Source: an optimization exercise on an open RTL-to-GDS flow (aim: small area). Production flows keep margins and buffers that such runs may drop. In this exercise RTL edits were held to simulation tests only and were not proved equivalent to the original. Power and IR drop assume default switching activity.

==> flow/design.v <==
module Datapath(
    clock,
    reset,
    instr,
    pc,
    rf_we,
    rf_waddr,
    rf_wdata,
    dm_we,
    dm_addr,
    dm_wdata
);
    input reset, clock;
    input [31:0] instr;
    output [31:0] pc;
    output rf_we;
    output [4:0] rf_waddr;
    output [31:0] rf_wdata;
    output dm_we;
    output [4:0] dm_addr;
    output [31:0] dm_wdata;
    wire [6:0] op = instr[6:0];
    wire [4:0] rd = instr[11:7];
    wire [4:0] rs1 = instr[19:15];
    wire [4:0] rs2 = instr[24:20];
    wire [2:0] f3 = instr[14:12];
    wire [6:0] f7 = instr[31:25];
    wire is_r  = (op == 7'b0110011);
    wire is_ld = (op == 7'b0000011);
    wire is_st = (op == 7'b0100011);
    wire is_br = (op == 7'b1100011);
    reg [31:1] pcq;
    assign pc = {pcq, 1'b0};
    reg [31:0] rf [1:31];
    reg [31:0] dm [0:31];
    reg [31:0] a, b;
    integer k;
    always @(*) begin
        a = 32'd0;
        b = 32'd0;
        for (k = 1; k < 32; k = k + 1) begin
            a = a | ({32{rs1 == k}} & rf[k]);
            b = b | ({32{rs2 == k}} & rf[k]);
        end
    end
    wire f7z = (f7 == 7'b0000000);
    wire f7s = (f7 == 7'b0100000);
    wire op_as  = (f7z | f7s) & (f3 == 3'b000);
    wire op_and = f7z & (f3 == 3'b111);
    wire op_or  = f7z & (f3 == 3'b110);
    wire inv = instr[30] | ~instr[4];        
    wire [31:0] bb = b ^ {32{inv}};
    wire [31:0] p = a ^ bb;
    wire [31:0] g = a & bb;
    wire [32:0] s2 = {a, 1'b1} + {bb, inv};
    wire [31:0] sum = s2[32:1];
    genvar n;
    wire [31:0] alu = ({32{op_as}} & sum) |
                      ({32{op_and}} & g) |
                      ({32{op_or}} & (p | g));
    wire [4:0] ioff = is_st ? {instr[26:25], instr[11:9]} : instr[26:22];
    wire [4:0] ip = a[4:0] ^ ioff;
    wire [4:0] ig = a[4:0] & ioff;
    wire [5:0] ic;
    assign ic[0] = 1'b0;
    generate
        for (n = 0; n < 5; n = n + 1) begin : g_idx
            assign ic[n+1] = ig[n] | (ip[n] & ic[n]);
        end
    endgenerate
    wire [4:0] idx = ip ^ ic[4:0];
    reg [31:0] mrd;
    always @(*) begin
        mrd = 32'd0;
        for (k = 0; k < 32; k = k + 1)
            mrd = mrd | ({32{idx == k}} & dm[k]);
    end
    wire [31:0] wd = is_ld ? mrd : alu;
    assign rf_we = is_r | is_ld;
    assign rf_waddr = rd;
    assign rf_wdata = wd;
    assign dm_we = is_st;
    assign dm_addr = idx;
    assign dm_wdata = b;
    wire taken = is_br & (&p);
    wire [10:0] boff = taken ? {instr[7], instr[30:25], instr[11:8]} : 11'd2;
    wire bs = taken & instr[31];
    wire [30:0] pa = {{20{bs}}, boff};
    wire [31:1] pcn = pcq + pa;
    always @(posedge clock)
        if (reset) pcq <= 31'd0;
        else pcq <= pcn;
    wire [31:0] wd0 = wd & {32{~reset}};
    wire [31:0] wd1 = wd | {32{reset}};
    wire [31:0] bd0 = b & {32{~reset}};
    wire [31:0] bd1 = b | {32{reset}};
    genvar i, j;
    generate
        for (i = 1; i < 32; i = i + 1) begin : g_rf
            wire en = reset | (rf_we & (rd == i));
            wire [31:0] rv = (i == 29) ? 32'd252 : i;
            wire [31:0] d;
            for (j = 0; j < 32; j = j + 1) begin : g_b
                assign d[j] = rv[j] ? wd1[j] : wd0[j];
            end
            always @(posedge clock)
                if (en) rf[i] <= d;
        end
        for (i = 0; i < 32; i = i + 1) begin : g_dm
            wire en = reset | (is_st & (idx == i));
            wire [31:0] d;
            for (j = 0; j < 32; j = j + 1) begin : g_b
                assign d[j] = (i >> j) & 1 ? bd1[j] : bd0[j];
            end
            always @(posedge clock)
                if (en) dm[i] <= d;
        end
    endgenerate
endmodule
export LEC_CHECK = 0
export CAP_MARGIN = 20
export CORE_MARGIN = 2
export CORE_UTILIZATION = 40
export SLEW_MARGIN = 20
create_clock -name core_clock -period 12.0 [get_ports {clock}]
standard.sh (not shown) runs the stock make flow with config.mk's settings and CLKGATE_MAP_FILE= SYNTH_SCRIPT=/design/flow/synth_recipe.tcl, a recipe that flattens the netlist after the stock synthesis.
==> flow/flow/run.sh <==
#!/bin/bash
# Layout flow: the standard ORFS flow (standard synthesis unchanged),
# with a leaner clock tree (larger sink clusters, no dummy loads) and
# plain buf_2 port buffers. Each tool's output goes to a log in this folder.
set -euo pipefail
CTS="-sink_clustering_enable -repair_clock_nets -dont_use_dummy_load"
CTS="$CTS -sink_clustering_size 24 -sink_clustering_max_diameter 80"
CTS="$CTS -buf_list {sky130_fd_sc_hd__clkbuf_8 sky130_fd_sc_hd__clkbuf_16}"
bash standard.sh "CTS_ARGS=$CTS" \
    "BUFFER_PORTS_ARGS=-buffer_cell sky130_fd_sc_hd__buf_2" \
    finish > standard_flow.log 2>&1
Rerun with:
--- a/flow/design.v
+++ b/flow/design.v
@@ -56,22 +56,13 @@
     wire [31:0] sum = s2[32:1];
     genvar n;
     wire [31:0] alu = ({32{op_as}} & sum) |
                       ({32{op_and}} & g) |
                       ({32{op_or}} & (p | g));
     wire [4:0] ioff = is_st ? {instr[26:25], instr[11:9]} : instr[26:22];
-    wire [4:0] ip = a[4:0] ^ ioff;
-    wire [4:0] ig = a[4:0] & ioff;
-    wire [5:0] ic;
-    assign ic[0] = 1'b0;
-    generate
-        for (n = 0; n < 5; n = n + 1) begin : g_idx
-            assign ic[n+1] = ig[n] | (ip[n] & ic[n]);
-        end
-    endgenerate
-    wire [4:0] idx = ip ^ ic[4:0];
+    wire [4:0] idx = a[4:0] + ioff;
     reg [31:0] mrd;
     always @(*) begin
         mrd = 32'd0;
         for (k = 0; k < 32; k = k + 1)
             mrd = mrd | ({32{idx == k}} & dm[k]);
     end
Effect: Total power goes up by a few percent; count of clock-buffer cells in the layout climbs by 1; worst setup slack loses 0.19 ns; core utilization hardly moves; critical path depth falls by 1; sequential share of layout area goes down by 0.86 points; wire length is higher by a little under a tenth; worst hold slack is worse by 0.058 ns; sequential power is about the same; design area rises slightly; fmax goes down slightly.

-- separate check: timing with driven ports --
How much do the figures lean on ideal ports? The routed layouts below were timed once more, with nothing changed but the port constraints.
Step 1 assumes that a clkbuf_16 drives the clock port and a buf_2 every other input.
Step 2 adds t to the input delays and takes it off the output delays; t is the mean of the earliest and latest rising clock arrival at the registers after step 1. Input paths then give back, and output paths get back, about the clock's delay inside the block.
Slacks: ideal / step 1 / step 2; pairs: ideal / step 1.
run | t (ns) | setup slack, ns | worst setup path at the end | clock arrival spread, ns | slew at the worst register clock pin (ns)
the first run | 0.862 | 0.361 / 0.169 / 0.169 | input to output | 0.120 / 0.121 | 0.10 / 0.10
the second run | 0.874 | 0.173 / 0.123 / 0.123 | input to output | 0.106 / 0.106 | 0.10 / 0.10
After both steps setup and hold are still met in every run listed. For the first run, which loses most, drivers alone change the setup slack by -0.192 ns; drivers and shift together by -0.192 ns.
